From an optimization exercise on the open Yosys and OpenROAD flow, aimed at small area and a short achievable clock period; shortcuts taken in it are not production practice.
No functional check of the RTL was part of this run.
Power is estimated from default activity; no workload was simulated.

File: flow/run.sh
#!/bin/bash
# synth_recipe.tcl (not shown) runs the flow's synth.tcl, then flattens the netlist and writes it again
# the make line also repeats each setting of config.mk as NAME=value (left out here)
make -C /OpenROAD-flow-scripts/flow DESIGN_CONFIG=/design/flow/config.mk WORK_HOME=/design/flow/orfs CLKGATE_MAP_FILE= SYNTH_SCRIPT=/design/flow/synth_recipe.tcl finish
File: flow/config.mk
export PLATFORM = sky130hd
export DESIGN_NAME = dipole
export DESIGN_NICKNAME = dipole
export VERILOG_FILES = /design/flow/design.v
export SDC_FILE = /design/flow/constraint.sdc
export NUM_CORES = 4
export LEC_CHECK = 0
export CAP_MARGIN = 20
export CORE_MARGIN = 2
export CORE_UTILIZATION = 40
export SLEW_MARGIN = 20
File: flow/constraint.sdc
create_clock -name core_clock -period 400.0 [get_ports {clk_in}]
set_input_delay 80.0000 -clock core_clock [delete_from_list [all_inputs] [get_ports {clk_in}]]
set_output_delay 80.0000 -clock core_clock [all_outputs]
set_load 0.01 [all_outputs]
File: flow/design.v
`timescale 1ns / 1ps
module dipole(clk_in, reset, clk_out, r_vga, g_vga, b_vga, h_sync, v_sync, h_c, v_c, cw, ccw, start, stop, led, led2);
	input clk_in;
	input reset;
	output reg clk_out;
	input cw;
	input ccw;
	input start;
	input stop;
	output reg [7:0] r_vga;
	output reg [7:0] g_vga;
	output reg [7:0] b_vga;
	output reg h_sync;
	output reg v_sync;
	output [9:0] h_c;
	output [9:0] v_c;
	output reg led;
	output reg led2;
	reg clk_op;
	parameter h_end = 800;
	parameter h_on = 640;
	parameter h_fp = 16;
	parameter h_bp = 48;
	parameter h_sp = 96;
	parameter h_p = 0;
	parameter v_end = 525;
	parameter v_on = 480;
	parameter v_fp = 10;
	parameter v_bp = 33;
	parameter v_sp = 2;
	parameter v_p = 0;
	parameter tick_div = 4;
	parameter second_div = 9;
	reg [9:0] h_count;
	reg [9:0] v_count;
	assign h_c = h_count;
	assign v_c = v_count;
	reg vga_out;
	reg circle;
	reg block1;
	reg block2;
	reg block3;
	reg block4;
	reg redball;
	reg blueball;
	always @ (posedge clk_in)
		begin
			if (reset)
				begin
					clk_out <= 1'b0;
					clk_op <= 1'b0;
				end
			else
				begin
					clk_out <= ~clk_out;
					clk_op <= ~clk_op;
				end
		end
	always @ (posedge clk_in)
		begin
			if (reset)
				begin
					h_count <= 0;
					v_count <= 0;
				end
			else if (!clk_op)
				begin
					if (h_count == (h_end - 1))
						begin
							h_count <= 0;
							if (v_count == (v_end - 1))
								v_count <= 0;
							else
								v_count <= v_count + 1;
						end
					else
						h_count <= h_count + 1;
				end
		end
	always @*
		begin
			if (h_count>=0 && h_count<h_on && v_count>=0 && v_count<v_on)
				vga_out = 1;
			else
				vga_out = 0;
			if (h_count >= (h_on + h_fp) && h_count < (h_on + h_fp + h_sp))
				h_sync = h_p;
			else
				h_sync = ~h_p;
			if (v_count >= (v_on + v_fp) && v_count < (v_on + v_fp + v_sp))
				v_sync = v_p;
			else
				v_sync = ~v_p;
		end
	reg a1,b1,c1,d1,e1,f1,g1;
	reg a1_rgb,b1_rgb,c1_rgb,d1_rgb,e1_rgb,f1_rgb,g1_rgb;
	reg a2,b2,c2,d2,e2,f2,g2;
	reg a2_rgb,b2_rgb,c2_rgb,d2_rgb,e2_rgb,f2_rgb,g2_rgb;
	reg a3,b3,c3,d3,e3,f3,g3;
	reg a3_rgb,b3_rgb,c3_rgb,d3_rgb,e3_rgb,f3_rgb,g3_rgb;
	reg a4,b4,c4,d4,e4,f4,g4;
	reg a4_rgb,b4_rgb,c4_rgb,d4_rgb,e4_rgb,f4_rgb,g4_rgb;
	reg T_rgb_T,T_rgb_I,S_rgb_b,S_rgb_l,S_rgb_m,S_rgb_r,S_rgb_t;
	always @ (posedge clk_in)
		begin
			if (reset)
				begin
					r_vga <= 8'b00000000;
					g_vga <= 8'b00000000;
					b_vga <= 8'b00000000;
				end
			else if (vga_out)
				begin
					if (block1 || block2 || block3 || block4)
						begin
							r_vga <= 8'b00000000;
							g_vga <= 8'b11111111;
							b_vga <= 8'b00000000;
						end
					else if (redball)
						begin
							r_vga <= 8'b11111111;
							g_vga <= 8'b00000000;
							b_vga <= 8'b00000000;
						end
					else if (blueball)
						begin
							r_vga <= 8'b00000000;
							g_vga <= 8'b00000000;
							b_vga <= 8'b11111111;
						end
					else if (circle || a1_rgb || b1_rgb || c1_rgb || d1_rgb || e1_rgb || f1_rgb || g1_rgb || a2_rgb || b2_rgb || c2_rgb || d2_rgb || e2_rgb || f2_rgb || g2_rgb ||
					a3_rgb || b3_rgb || c3_rgb || d3_rgb || e3_rgb || f3_rgb || g3_rgb ||a4_rgb || b4_rgb || c4_rgb || d4_rgb || e4_rgb || f4_rgb || g4_rgb || T_rgb_I || T_rgb_T ||
					S_rgb_b || S_rgb_l || S_rgb_m || S_rgb_r || S_rgb_t)
						begin
							r_vga <= 8'b11111111;
							g_vga <= 8'b11111111;
							b_vga <= 8'b11111111;
						end
					else
						begin
							r_vga <= 8'b00000000;
							g_vga <= 8'b00000000;
							b_vga <= 8'b00000000;
						end
				end
			else
				begin
					r_vga <= 8'b00000000;
					g_vga <= 8'b00000000;
					b_vga <= 8'b00000000;
				end
		end
	always @ (posedge clk_in)
		begin
			if (reset)
				begin
					{a1_rgb,b1_rgb,c1_rgb,d1_rgb,e1_rgb,f1_rgb,g1_rgb} <= 7'b0;
					{a2_rgb,b2_rgb,c2_rgb,d2_rgb,e2_rgb,f2_rgb,g2_rgb} <= 7'b0;
					{a3_rgb,b3_rgb,c3_rgb,d3_rgb,e3_rgb,f3_rgb,g3_rgb} <= 7'b0;
					{a4_rgb,b4_rgb,c4_rgb,d4_rgb,e4_rgb,f4_rgb,g4_rgb} <= 7'b0;
				end
			else
				begin
					if (a1==1) a1_rgb <= (h_count<=49 && h_count>=42 && v_count>=20 && v_count<=21);
					if (b1==1) b1_rgb <= (h_count<=51 && h_count>=50 && v_count>=22 && v_count<=29);
					if (c1==1) c1_rgb <= (h_count<=51 && h_count>=50 && v_count>=32 && v_count<=39);
					if (d1==1) d1_rgb <= (h_count<=49 && h_count>=42 && v_count>=40 && v_count<=41);
					if (e1==1) e1_rgb <= (h_count<=41 && h_count>=40 && v_count>=32 && v_count<=39);
					if (f1==1) f1_rgb <= (h_count<=41 && h_count>=40 && v_count>=22 && v_count<=29);
					if (g1==1) g1_rgb <= (h_count<=49 && h_count>=42 && v_count>=30 && v_count<=31);
					if (a2==1) a2_rgb <= (h_count<=69 && h_count>=62 && v_count>=20 && v_count<=21);
					if (b2==1) b2_rgb <= (h_count<=71 && h_count>=70 && v_count>=22 && v_count<=29);
					if (c2==1) c2_rgb <= (h_count<=71 && h_count>=70 && v_count>=32 && v_count<=39);
					if (d2==1) d2_rgb <= (h_count<=69 && h_count>=62 && v_count>=40 && v_count<=41);
					if (e2==1) e2_rgb <= (h_count<=61 && h_count>=60 && v_count>=32 && v_count<=39);
					if (f2==1) f2_rgb <= (h_count<=61 && h_count>=60 && v_count>=22 && v_count<=29);
					if (g2==1) g2_rgb <= (h_count<=69 && h_count>=62 && v_count>=30 && v_count<=31);
					if (a3==1) a3_rgb <= (h_count<=49 && h_count>=42 && v_count>=60 && v_count<=61);
					if (b3==1) b3_rgb <= (h_count<=51 && h_count>=50 && v_count>=62 && v_count<=69);
					if (c3==1) c3_rgb <= (h_count<=51 && h_count>=50 && v_count>=72 && v_count<=79);
					if (d3==1) d3_rgb <= (h_count<=49 && h_count>=42 && v_count>=80 && v_count<=81);
					if (e3==1) e3_rgb <= (h_count<=41 && h_count>=40 && v_count>=72 && v_count<=79);
					if (f3==1) f3_rgb <= (h_count<=41 && h_count>=40 && v_count>=62 && v_count<=69);
					if (g3==1) g3_rgb <= (h_count<=49 && h_count>=42 && v_count>=70 && v_count<=71);
					if (a4==1) a4_rgb <= (h_count<=69 && h_count>=62 && v_count>=60 && v_count<=61);
					if (b4==1) b4_rgb <= (h_count<=71 && h_count>=70 && v_count>=62 && v_count<=69);
					if (c4==1) c4_rgb <= (h_count<=71 && h_count>=70 && v_count>=72 && v_count<=79);
					if (d4==1) d4_rgb <= (h_count<=69 && h_count>=62 && v_count>=80 && v_count<=81);
					if (e4==1) e4_rgb <= (h_count<=61 && h_count>=60 && v_count>=72 && v_count<=79);
					if (f4==1) f4_rgb <= (h_count<=61 && h_count>=60 && v_count>=62 && v_count<=69);
					if (g4==1) g4_rgb <= (h_count<=69 && h_count>=62 && v_count>=70 && v_count<=71);
				end
		end
	always @ (posedge clk_in)
		begin
			if (reset)
				{T_rgb_T,T_rgb_I,S_rgb_b,S_rgb_l,S_rgb_m,S_rgb_r,S_rgb_t} <= 7'b0;
			else
				begin
					T_rgb_T <= (h_count<=32 && h_count>=20 && v_count>=20 && v_count<=22);
					T_rgb_I <= (h_count<=27 && h_count>=25 && v_count>=22 && v_count<=42);
					S_rgb_t <= (h_count<=32 && h_count>=20 && v_count>=60 && v_count<=62);
					S_rgb_l <= (h_count<=22 && h_count>=20 && v_count>=62 && v_count<=70);
					S_rgb_m <= (h_count<=32 && h_count>=20 && v_count>=70 && v_count<=72);
					S_rgb_r <= (h_count<=32 && h_count>=30 && v_count>=72 && v_count<=80);
					S_rgb_b <= (h_count<=32 && h_count>=20 && v_count>=80 && v_count<=82);
				end
		end
	reg zeroT,oneT,twoT,threeT,fourT,fiveT,sixT,sevenT,eightT,nineT,tenT,elevenT,twentyT,thirdteenT;
	always @ (posedge clk_in)
		begin
			if (reset)
				begin
					{a1,b1,c1,d1,e1,f1,g1} <= 7'b1111110;
					{a2,b2,c2,d2,e2,f2,g2} <= 7'b1111110;
					{a3,b3,c3,d3,e3,f3,g3} <= 7'b1111110;
					{a4,b4,c4,d4,e4,f4,g4} <= 7'b1111110;
				end
			else if	(zeroT)
				begin
				a1 <= 1; b1 <= 1; c1 <= 1; d1 <= 1; e1 <= 1; f1 <= 1; g1 <= 0;
				a2 <= 1; b2 <= 1; c2 <= 1; d2 <= 1; e2 <= 1; f2 <= 1; g2 <= 0;
				end
			else if (oneT)
				begin
				a1 <= 1; b1 <= 1; c1 <= 1;
				a2 <= 0; b2 <= 1; c2 <= 1;
				d1 <= 0; e1 <= 0; f1 <= 0; g1 <= 0;
				end
			else if (twoT)
				begin
				a1 <= 1; b1 <= 1; c1 <= 1; d1 <= 1; e1 <= 1; f1 <= 1; g1 <= 0;
				a2 <= 1; b2 <= 1; c2 <= 0; d2 <= 1; e2 <= 1; f2 <= 0; g2 <= 1;
				end
			else if (threeT)
				begin
				a1 <= 1; b1 <= 1; c1 <= 1; d1 <= 1; e1 <= 1; f1 <= 1; g1 <= 0;
				a2 <= 1; b2 <= 1; c2 <= 1; d2 <= 1; e2 <= 0; f2 <= 0; g2 <= 1;
				end
			else if (fourT)
				begin
				a1 <= 1; b1 <= 1; c1 <= 1; d1 <= 1; e1 <= 1; f1 <= 1; g1 <= 0;
				a2 <= 0; b2 <= 1; c2 <= 1; d2 <= 0; e2 <= 0; f2 <= 1; g2 <= 1;
				end
			else if (fiveT)
				begin
				a1 <= 1; b1 <= 1; c1 <= 1; d1 <= 1; e1 <= 1; f1 <= 1; g1 <= 0;
				a2 <= 1; b2 <= 0; c2 <= 1; d2 <= 1; e2 <= 0; f2 <= 1; g2 <= 1;
				end
			else if (sixT)
				begin
				a1 <= 1; b1 <= 1; c1 <= 1; d1 <= 1; e1 <= 1; f1 <= 1; g1 <= 0;
				a2 <= 1; b2 <= 0; c2 <= 1; d2 <= 1; e2 <= 1; f2 <= 1; g2 <= 1;
				end
			else if (sevenT)
				begin
				a1 <= 1; b1 <= 1; c1 <= 1; d1 <= 1; e1 <= 1; f1 <= 1; g1 <= 0;
				a2 <= 1; b2 <= 1; c2 <= 1; d2 <= 0; e2 <= 0; f2 <= 0; g2 <= 0;
				end
			else if (eightT)
				begin
				a1 <= 1; b1 <= 1; c1 <= 1; d1 <= 1; e1 <= 1; f1 <= 1; g1 <= 0;
				a2 <= 1; b2 <= 1; c2 <= 1; d2 <= 1; e2 <= 1; f2 <= 1; g2 <= 1;
				end
			else if (nineT)
				begin
				a1 <= 1; b1 <= 1; c1 <= 1; d1 <= 1; e1 <= 1; f1 <= 1; g1 <= 0;
				a2 <= 1; b2 <= 1; c2 <= 1; d2 <= 1; e2 <= 0; f2 <= 1; g2 <= 1;
				end
			else if (tenT)
				begin
				a1 <= 0; b1 <= 1; c1 <= 1; d1 <= 0; e1 <= 0; f1 <= 0;
				a2 <= 1; b2 <= 1; c2 <= 1; d2 <= 1; e2 <= 1; f2 <= 1; g2 <= 0;
				end
			else if (elevenT)
				begin
				a1 <= 0; b1 <= 1; c1 <= 1; d1 <= 0; e1 <= 0; f1 <= 0; g1 <= 0;
				a2 <= 0; b2 <= 1; c2 <= 1; d2 <= 0; e2 <= 0; f2 <= 0; g2 <= 0;
				end
			else if (twentyT)
				begin
				a1 <= 0; b1 <= 1; c1 <= 1; d1 <= 0; e1 <= 0; f1 <= 0; g1 <= 0;
				a2 <= 1; b2 <= 1; c2 <= 0; d2 <= 1; e2 <= 1; f2 <= 0; g2 <= 1;
				end
			else if (thirdteenT)
				begin
				a1 <= 0; b1 <= 1; c1 <= 1; d1 <= 0; e1 <= 0; f1 <= 0; g1 <= 0;
				a2 <= 1; b2 <= 1; c2 <= 1; d2 <= 1; e2 <= 0; f2 <= 0; g2 <= 1;
				end
			else
				begin
				a1 <= 1; a2 <= 1; a3 <= 1; a4 <= 1;
				b1 <= 1; b2 <= 1; b3 <= 1; b4 <= 1;
				c1 <= 1; c2 <= 1; c3 <= 1; c4 <= 1;
				d1 <= 1; d2 <= 1; d3 <= 1; d4 <= 1;
				e1 <= 1; e2 <= 1; e3 <= 1; e4 <= 1;
				f1 <= 1; f2 <= 1; f3 <= 1; f4 <= 1;
				g1 <= 0; g2 <= 0; g3 <= 0; g4 <= 0;
				end
		end
	reg [8:0] block1_x;
	reg [8:0] block2_x;
	reg [8:0] block3_x;
	reg [8:0] block4_x;
	wire [8:0] block_at_right = 390;
	wire [8:0] block_at_left = 250;
	wire [8:0] block_at_center = 320;
	reg [9:0] top_screen;
	wire [9:0] block1_y = top_screen[9:0] - 100;
	wire [9:0] block2_y = top_screen[9:0] - 250;
	wire [9:0] block3_y = top_screen[9:0] - 400;
	wire [9:0] block4_y = top_screen[9:0] - 500;
	wire [8:0] circle_mx = 320;
	wire [8:0] circle_my = 400;
	reg [9:0] redball_mx;
	reg [9:0] blueball_mx;
	reg [9:0] blueball_my;
	reg [9:0] redball_my;
	reg b_speed;
	reg circle_speed;
	reg clk_10000hz;
	reg mixed;
	reg [11:0] count1;
	reg [9:0] count2;
	reg [9:0] count3;
	wire tick_10000hz = (count1 >= tick_div) && !clk_10000hz;
	wire tick_b_speed = tick_10000hz && (count2 >= 99) && !b_speed;
	wire tick_mixed = tick_b_speed && (count3 >= second_div) && !mixed;
	wire tick_circle = tick_b_speed && !circle_speed;
	always @ (posedge clk_in)
		begin
			if (reset)
				begin
					count1 <= 0;
					clk_10000hz <= 0;
				end
			else if (count1 < tick_div)
				count1 <= count1 + 1;
			else
				begin
					count1 <= 0;
					clk_10000hz <= ~clk_10000hz;
				end
		end
	always @ (posedge clk_in)
		begin
			if (reset)
				begin
					count2 <= 0;
					b_speed <= 0;
				end
			else if (tick_10000hz)
				begin
					if (count2 < 99)
						count2 <= count2 + 1;
					else
						begin
							count2 <= 0;
							b_speed <= ~b_speed;
						end
				end
		end
	always @ (posedge clk_in)
		begin
			if (reset)
				begin
					count3 <= 0;
					mixed <= 0;
				end
			else if (tick_b_speed)
				begin
					if (count3 < second_div)
						count3 <= count3 + 1;
					else
						begin
							count3 <= 0;
							mixed <= ~mixed;
						end
				end
		end
	reg [3:0] block_rand;
	reg [4:0] second;
	reg on;
	reg rst;
	always @ (posedge clk_in)
		begin
			if (reset)
				begin
					block_rand <= 0;
					second <= 0;
				end
			else if (tick_mixed)
				begin
					block_rand <= (block_rand + 3) % 8;
					if (on == 1 && rst == 0)
						second <= second + 1;
					else if (on == 0 && rst == 1)
						second <= 0;
				end
		end
	always @ (posedge clk_in)
		begin
			if (reset)
				{zeroT,oneT,twoT,threeT,fourT,fiveT,sixT,sevenT,eightT,nineT,tenT,elevenT,twentyT,thirdteenT} <= 14'b0;
			else
				begin
					zeroT <= (second == 0);
					oneT <= (second == 1);
					twoT <= (second == 2);
					threeT <= (second == 3);
					fourT <= (second == 4);
					fiveT <= (second == 5);
					sixT <= (second == 6);
					sevenT <= (second == 7);
					eightT <= (second == 8);
					nineT <= (second == 9);
				end
		end
	always @ (posedge clk_in)
		begin
			if (reset)
				begin
					block1_x <= 0;
					block2_x <= 0;
					block3_x <= 0;
					block4_x <= 0;
				end
			else if (top_screen <20)
				begin
					case (block_rand)
						0:begin
							block1_x <= block_at_right;
							block2_x <= block_at_left;
							block3_x <= block_at_center;
							block4_x <= block_at_center;
						end
						1:begin
							block1_x <= block_at_left;
							block2_x <= block_at_right;
							block3_x <= block_at_right;
							block4_x <= block_at_left;
						end
						2:begin
							block1_x <= block_at_right;
							block2_x <= block_at_left;
							block3_x <= block_at_right;
							block4_x <= block_at_left;
						end
						3:begin
							block1_x <= block_at_left;
							block2_x <= block_at_right;
							block3_x <= block_at_left;
							block4_x <= block_at_right;
						end
						4:begin
							block1_x <= block_at_right;
							block2_x <= block_at_left;
							block3_x <= block_at_left;
							block4_x <= block_at_right;
						end
						5:begin
							block1_x <= block_at_left;
							block2_x <= block_at_right;
							block3_x <= block_at_center;
							block4_x <= block_at_center;
						end
						6:begin
							block1_x <= block_at_left;
							block2_x <= block_at_right;
							block3_x <= block_at_center;
							block4_x <= block_at_right;
						end
						7:begin
							block1_x <= block_at_right;
							block2_x <= block_at_left;
							block3_x <= block_at_left;
							block4_x <= block_at_center;
						end
						default:begin
						end
					endcase
				end
		end
	always @ (posedge clk_in)
		begin
			if (reset)
				begin
					block1 <= 0;
					block2 <= 0;
					block3 <= 0;
					block4 <= 0;
					circle <= 0;
					redball <= 0;
					blueball <= 0;
				end
			else
				begin
					block2 <= (h_count<=block2_x+70 && h_count>=block2_x-70 && v_count>=block2_y-20 && v_count<=block2_y+20);
					block1 <= (h_count<=block1_x+70 && h_count>=block1_x-70 && v_count>=block1_y-20 && v_count<=block1_y+20);
					block3 <= (h_count<=block3_x+20 && h_count>=block3_x-20 && v_count>=block3_y-20 && v_count<=block3_y+20);
					block4 <= (h_count<=block4_x+20 && h_count>=block4_x-20 && v_count>=block4_y-20 && v_count<=block4_y+20);
					circle <= (5041 >= ((((h_count-circle_mx)*(h_count-circle_mx)) + ((v_count-circle_my)*(v_count-circle_my)))) && (4761 <= ((h_count-circle_mx)*(h_count-circle_mx)) + ((v_count-circle_my)*(v_count-circle_my))));
					redball <= (225 >= ((h_count-redball_mx)*(h_count-redball_mx)) + ((v_count-redball_my)*(v_count-redball_my)));
					blueball <= (225 >= ((h_count - blueball_mx)*(h_count - blueball_mx) + (v_count - blueball_my)*(v_count - blueball_my)));
				end
		end
	reg [1:0] state;
	always @ (posedge clk_in)
		begin
			if (reset)
				begin
					top_screen <= 0;
					circle_speed <= 0;
				end
			else if (tick_b_speed)
				begin
					case (state)
						0: top_screen <= 0;
						1: top_screen <= top_screen + 3;
						2: top_screen <= top_screen + 6;
						3: top_screen <= top_screen + 9;
					endcase
					circle_speed <= ~circle_speed;
				end
		end
	always @ (posedge clk_in)
		begin
			if (reset)
				begin
					on <= 0;
					rst <= 0;
					led <= 0;
					led2 <= 0;
				end
			else if (!start)
				begin
					on <= 1;
					rst <= 0;
					led <= 1;
					led2 <= 0;
				end
			else if (!stop)
				begin
					rst <= 1;
					on <= 0;
					led2 <= 1;
					led <= 0;
				end
		end
	always @ (posedge clk_in)
		begin
			if (reset)
				state <= 0;
			else if (on == 1 && rst == 0)
				begin
					if (((redball_mx - 10 >= block1_x - 70) && (redball_mx - 10 <= block1_x + 70) && (redball_my - 10 <= block1_y + 20) && (redball_my + 10 >= block1_y - 20)) ||
					((blueball_mx - 10 >= block1_x - 70) && (blueball_mx - 10 <= block1_x + 70) && (blueball_my - 10 <= block1_y + 20) && (blueball_my + 10 >= block1_y - 20)) ||
					((redball_mx - 10 >= block3_x - 20) && (redball_mx - 10 <= block3_x + 20) && (redball_my - 10 <= block3_y + 20) && (redball_my + 10 >= block3_y - 20)) ||
					((blueball_mx - 10 >= block3_x - 20) && (blueball_mx - 10 <= block3_x + 20) && (blueball_my - 10 <= block3_y + 20) && (blueball_my + 10 >= block3_y - 20)) ||
					((redball_mx - 10 >= block2_x - 70) && (redball_mx - 10 <= block2_x + 70) && (redball_my - 10 <= block2_y + 20) && (redball_my + 10 >= block2_y - 20)) ||
					((blueball_mx - 10 >= block2_x - 70) && (blueball_mx - 10 <= block2_x + 70) && (blueball_my - 10 <= block2_y + 20) && (blueball_my + 10 >= block2_y - 20)) ||
					((redball_mx - 10 >= block4_x - 20) && (redball_mx - 10 <= block4_x + 20) && (redball_my - 10 <= block4_y + 20) && (redball_my + 10 >= block4_y - 20)) ||
					((blueball_mx - 10 >= block4_x - 20) && (blueball_mx - 10 <= block4_x + 20) && (blueball_my - 10 <= block4_y + 20) && (blueball_my + 10 >= block4_y - 20)))
						state <= 0;
					else if (second<=5)
						state <= 1;
					else if (second >= 6 && second <= 15)
						state <= 2;
					else if (second >= 16)
						state <= 3;
				end
			else if (on == 0 && rst == 1)
				state <= 0;
		end
	reg [12:0] y;
	reg [7:0] my;
	reg [7:0] my1;
	reg [7:0] my2;
	reg [7:0] my3;
	reg [7:0] my4;
	reg [7:0] my5;
	reg [7:0] my6;
	reg [8:0] mx;
	reg [9:0] n_redball_mx;
	reg [9:0] n_redball_my;
	reg [9:0] n_blueball_mx;
	reg [9:0] n_blueball_my;
	always @*
		begin
			n_redball_mx = redball_mx;
			n_redball_my = redball_my;
			n_blueball_mx = blueball_mx;
			n_blueball_my = blueball_my;
			mx = 0;
			y = 0;
			my6 = 0;
			my5 = 0;
			my4 = 0;
			my3 = 0;
			my2 = 0;
			my1 = 0;
			my = 0;
			if (!cw)
				begin
					if (redball_mx>=250 && redball_mx<=390)
						begin
							if (redball_mx == 250)
								begin
									n_redball_my = 375;
									n_redball_mx = 260;
									n_blueball_my = 425;
									n_blueball_mx = 380;
								end
							else if (redball_mx == 390)
								begin
									n_redball_my = 425;
									n_redball_mx = 380;
									n_blueball_my = 375;
									n_blueball_mx = 260;
								end
							else
								begin
									if (redball_my < 400 && redball_mx > 389)
										begin
											n_redball_my = 400;
											n_redball_mx = 390;
											n_blueball_my = 400;
											n_blueball_mx = 250;
										end
									else if (redball_my < 400 && redball_mx <= 389)
										begin
											mx = redball_mx + 10;
											y = 4900 - (320 - mx)*(320 - mx);
											my6 = 70 - (4900-y)/140;
											my5 = my6 - (my6*my6 - y)/(my6+my6);
											my4 = my5 - (my5*my5 - y)/(my5+my5);
											my3 = my4 - (my4*my4 - y)/(my4+my4);
											my2 = my3 - (my3*my3 - y)/(my3+my3);
											my1 = my2 - (my2*my2 - y)/(my2+my2);
											my = my1 - (my1*my1 - y)/(my1+my1);
											n_redball_my = 400 - my - (my*my-y)/(2*my);
											n_redball_mx = redball_mx + 10;
											n_blueball_mx = 640 - n_redball_mx;
											n_blueball_my = 800 - n_redball_my;
										end
									else if (redball_my > 400 && redball_mx < 251)
										begin
											n_redball_my = 400;
											n_redball_mx = 250;
											n_blueball_mx = 390;
											n_blueball_my = 400;
										end
									else if (redball_my > 400 && redball_mx >= 251)
										begin
											mx = redball_mx - 10;
											y = 4900 - (320 - mx)*(320 - mx);
											my6 = 70 - (4900-y)/140;
											my5 = my6 - (my6*my6 - y)/(my6+my6);
											my4 = my5 - (my5*my5 - y)/(my5+my5);
											my3 = my4 - (my4*my4 - y)/(my4+my4);
											my2 = my3 - (my3*my3 - y)/(my3+my3);
											my1 = my2 - (my2*my2 - y)/(my2+my2);
											my = my1 - (my1*my1 - y)/(my1+my1);
											n_redball_my = 400 + my - (my*my-y)/(2*my);
											n_redball_mx = redball_mx - 10;
											n_blueball_mx = 640 - n_redball_mx;
											n_blueball_my = 800 - n_redball_my;
										end
								end
						end
				end
			else if (!ccw)
				begin
					if (redball_mx>=250 && redball_mx<=390)
						begin
							if (redball_mx == 250)
								begin
									n_redball_my = 425;
									n_redball_mx = 260;
									n_blueball_my = 375;
									n_blueball_mx = 380;
								end
							else if (redball_mx == 390)
								begin
									n_redball_my = 375;
									n_redball_mx = 380;
									n_blueball_my = 425;
									n_blueball_mx = 260;
								end
							else
								begin
									if (redball_my < 400 && redball_mx < 251)
										begin
											n_redball_my = 400;
											n_redball_mx = 390;
											n_blueball_my = 400;
											n_blueball_mx = 250;
										end
									else if (redball_my < 400 && redball_mx >= 251)
										begin
											mx = redball_mx - 10;
											y = 4900 - (320 - mx)*(320 - mx);
											my6 = 70 - (4900-y)/140;
											my5 = my6 - (my6*my6 - y)/(my6+my6);
											my4 = my5 - (my5*my5 - y)/(my5+my5);
											my3 = my4 - (my4*my4 - y)/(my4+my4);
											my2 = my3 - (my3*my3 - y)/(my3+my3);
											my1 = my2 - (my2*my2 - y)/(my2+my2);
											my = my1 - (my1*my1 - y)/(my1+my1);
											n_redball_my = 400 - my - (my*my-y)/(2*my);
											n_redball_mx = redball_mx - 10;
											n_blueball_mx = 640 - n_redball_mx;
											n_blueball_my = 800 - n_redball_my;
										end
									else if (redball_my > 400 && redball_mx > 389)
										begin
											n_redball_my = 400;
											n_redball_mx = 250;
											n_blueball_mx = 390;
											n_blueball_my = 400;
										end
									else if (redball_my > 400 && redball_mx <= 389)
										begin
											mx = redball_mx + 10;
											y = 4900 - (320 - mx)*(320 - mx);
											my6 = 70 - (4900-y)/140;
											my5 = my6 - (my6*my6 - y)/(my6+my6);
											my4 = my5 - (my5*my5 - y)/(my5+my5);
											my3 = my4 - (my4*my4 - y)/(my4+my4);
											my2 = my3 - (my3*my3 - y)/(my3+my3);
											my1 = my2 - (my2*my2 - y)/(my2+my2);
											my = my1 - (my1*my1 - y)/(my1+my1);
											n_redball_my = 400 + my - (my*my-y)/(2*my);
											n_redball_mx = redball_mx + 10;
											n_blueball_mx = 640 - n_redball_mx;
											n_blueball_my = 800 - n_redball_my;
										end
								end
						end
				end
		end
	always @ (posedge clk_in)
		begin
			if (reset)
				begin
					redball_mx <= 250;
					redball_my <= 400;
					blueball_mx <= 390;
					blueball_my <= 400;
				end
			else if (tick_circle)
				begin
					redball_mx <= n_redball_mx;
					redball_my <= n_redball_my;
					blueball_mx <= n_blueball_mx;
					blueball_my <= n_blueball_my;
				end
		end
endmodule
==> results.txt <==
## cells in the final DEF (no fill, tap or decap), types with 98 or more instances in the layout
cell type / count
a21o_1: 314
nand3_1: 278
buf_4: 233
o21a_1: 880
or2_2: 102
nor4_1: 112
a21oi_1: 1173
mux2i_1: 145
dfxtp_1: 187
a211oi_1: 98
inv_1: 2332
xor2_1: 331
o21ai_0: 788
or3_1: 152
nor2b_1: 242
nand2b_1: 296
ha_1: 2561
nand2_1: 1539
nor2_1: 1614
nand4_1: 214
mux2_2: 184
and3_1: 102
and2_1: 188
a31oi_1: 107
o21bai_1: 164
nor3_1: 980
xnor2_1: 771
o31ai_1: 488
fa_1: 1348
## routing by layer
metal,vias to the layer above,global-route usage,wire (um)
met3,425,0.0138,18600
met4,2,0.0477,10100
met1,66100,0.309,207000
li1,68900,-,-
met2,3049,0.392,208000
met5,-,0,12
## cell families (layout without fill, tap and decap cells)
| kind of cell | after synthesis | count (layout) | synth area share |
|---|---|---|---|
| mux | 340 | 340 | 0.0242 |
| fa+ha+maj | 3922 | 3922 | 0.390 |
| xor+xnor | 1122 | 1122 | 0.0655 |
| compound gates | 4999 | 4999 | 0.225 |
| other cells | 2 | 68 | 0.0000495 |
| simple gates | 6154 | 6154 | 0.198 |
| flops | 190 | 190 | 0.0251 |
| buf+inv | 2855 | 2732 | 0.0723 |
## sequential cells by signal, indices dropped and copies added (netlist names), 2 cells and up
name,flops
block2_x,3
block3_x,5
blueball_my,9
block_rand,3
count1,12
state,2
top_screen,10
count2,10
count3,10
v_count,10
h_count,10
blueball_mx,10
redball_mx,8
redball_my,10
second,5
block4_x,5
## through the flow
stage	utilization	setup WS [ns]
2_1_floorplan	-	145.94
3_3_place_gp	0.420	114.94
3_5_place_dp	0.420	113.07
4_1_cts	0.422	112.01
5_1_grt	0.422	85.77
6_report	0.422	111.73
## cell type report
cell class                      instances  share of cell area
Sequential cell                       190              0.0239
Multi-Input combinational cell      16600               0.861
Clock buffer                           18             0.00275
Inverter                             2413              0.0569
Clock inverter                         14             0.00129
Timing Repair Buffer                  287              0.0143
Tap cell                             5016              0.0394
==> impl_metrics.py <==
metrics = {
    "critical_path": {
        "crit_top_cell": "o21a_1",
        "r2r_slack_ns": 111.73,
        "startpoint": "blueball_mx[1]",
        "endpoint_kind": "register",
        "slowest_delay_ns": 0.92,
        "reg2reg_depth": 1285,
        "path_depth": 810,
        "critPathBufInv": 50,
        "critPathLaunchType": "register",
        "r2r-end": "blueball_my[9]",
        "critPathKind": "register to register",
        "arrival_ns": 288.71,
        "critPathTopFamily": "compound AO/OA/AOI/OAI gates",
        "r2r_start": "blueball_mx[1]",
        "worst_ep_required_time_ns": 400.43,
        "crit_path_end": "blueball_my[9]",
        "crit_slowest_cell": "nor3_1",
        "cp_max_fo": 42,
    },
    "sta": {
        "finalCriticalPeriod_ns": 288.27,
        "drv_slew": 0,
        "finalClockSkew_ns": 0.0232,
        "timing.slew.headroom": 0.227,
        "tightest_slew_ns": 1.15,
        "fmax_ghz": 0.00347,
        "rsz0062_at_grt": "no",
        "tns_ns": 0,
        "finalCritPeriodShare": 0.721,
        "timing.final.hold_violations": 0,
        "hold_slack_ns": 0.451,
        "setup_viol": 0,
    },
    "die": {
        "rows": 226,
        "chipHeight_um": 620,
        "die-area_um2": 384000,
        "coreArea_um2": 378000,
        "ios": 55,
        "die_w_um": 620,
        "floorplan.initialDensity": 0.401,
    },
    "placed_design": {
        "hpwl_um": 366000,
        "gp_congestion": 0.940,
        "dpl_cell_area_um2": 159000,
        "io_buffer_count": 54,
        "dp_cells": 24500,
    },
    "grt": {
        "overflow": 0,
        "antenna_found_initial": 4,
        "grt_max_degree": 62,
        "grt_pass1_wl_um": 717000,
        "grt_pass1_vias": 133000,
        "grt.total_usage": 0.227,
    },
    "synthesis": {
        "synthTopCellsByCount": "ha_1 (2565), inv_1 (2337), nor2_1 (1618)",
        "avgSynthCellArea_um2": 7.74,
        "synth_flop_cell": "dfxtp_1",
        "synth-seq-area-share": 0.0251,
        "synth-seq-cells": 190,
        "synthMostInstantiatedCell": "ha_1",
        "synth_cells": 19600,
        "yosysTopAreaCell": "ha_1",
        "syn_area_um2": 152000,
        "yosys_warnings": 1,
        "netlist_top_cells_area": "ha_1 (21%), fa_1 (18%), inv_1 (5.8%)",
        "synth_cell_types": 168,
        "synthArstFlopShare": 0,
        "synth_edf_count": 0,
        "synth_top_area_frac": 0.212,
    },
    "route": {
        "ant_nets": 0,
        "drcViolationCount": 0,
        "drt_iter0_markers": 9404,
        "vias_per_cell": 5.64,
        "drt_first_pass_iters": 7,
        "wl_per_cell_um": 18.1,
        "drt_wl_total_um": 443000,
        "num_vias": 138000,
    },
    "worst_hold_path": {
        "hold_path_class": "register to register",
        "min_delay_path_depth": 1,
        "holdPathEnd": "c2",
        "min_from": "twoT",
    },
    "power": {
        "seq-power_uw": 19.3,
        "p_total_uw": 2300000,
        "comb_power_share": 1.000,
        "intPower_uw": 957000,
        "peakVddDrop_mv": 13.0,
        "p_comb_uw": 2300000,
        "p_clk_uw": 19.7,
        "pwr-share-seq": 0,
        "power_density_nw_per_um2": 14400,
        "p_sw_uw": 1340000,
        "p_leak_uw": 0.0743,
        "p_sw_frac": 0.583,
        "clockPowerShare": 0,
        "maxPowerGroup": "combinational cells",
    },
    "status": {
        "status": "no timing/DRC/antenna violations",
    },
    "cells_and_area": {
        "multi_input_area_um2": 137000,
        "instances_no_fill": 24500,
        "nets": 23400,
        "n_antenna_cell": 0,
        "seq_area_um2": 3810,
        "n_fill_cell": 38600,
        "area_growth_pct": 5.16,
        "final_cell_area_um2": 159000,
        "drive_above_1_share": 0.0475,
    },
    "run": {
        "drv_cap": 0,
    },
    "clocking": {
        "clock_latency_ns": 0.53,
        "cts_root_buf": "clkbuf_16",
        "htreeDepth": 4,
        "hold_buffers": 0,
        "cts_setup_buffers": 0,
        "cts_tree": "yes",
        "clk_pin_slew_worst_paths_ns": 0.09,
        "ctsLongestPathBuffers": 2,
        "post_cts_resized": 0,
        "cts_sinks": 190,
        "numCtsBuffers": 17,
    },
}

## afterwards: timing with drivers on the ports
Ports are ideal in the flow. The routed layout listed here was re-timed in OpenROAD.
Step 1, drivers: a clkbuf_16 drives clk_in and a buf_2 each remaining input, both assumed.
Step 2 times the ports against the registers' clock, not the clock port: input delays grow and output delays shrink by t, the midpoint of the rising clock arrivals with the driver on.
Three values: ideal, step 1, step 2; two values: the first two.
t, ns: 0.593
setup slack, ns: 111.726 / 111.726 / 111.726
worst register clock-pin slew, ns: 0.10 / 0.10
pins driven straight from the clock port: 1
After both steps this run still meets setup and hold. The setup slack of this run moves by 0.000 ns with the drivers and by 0.000 ns with both steps.
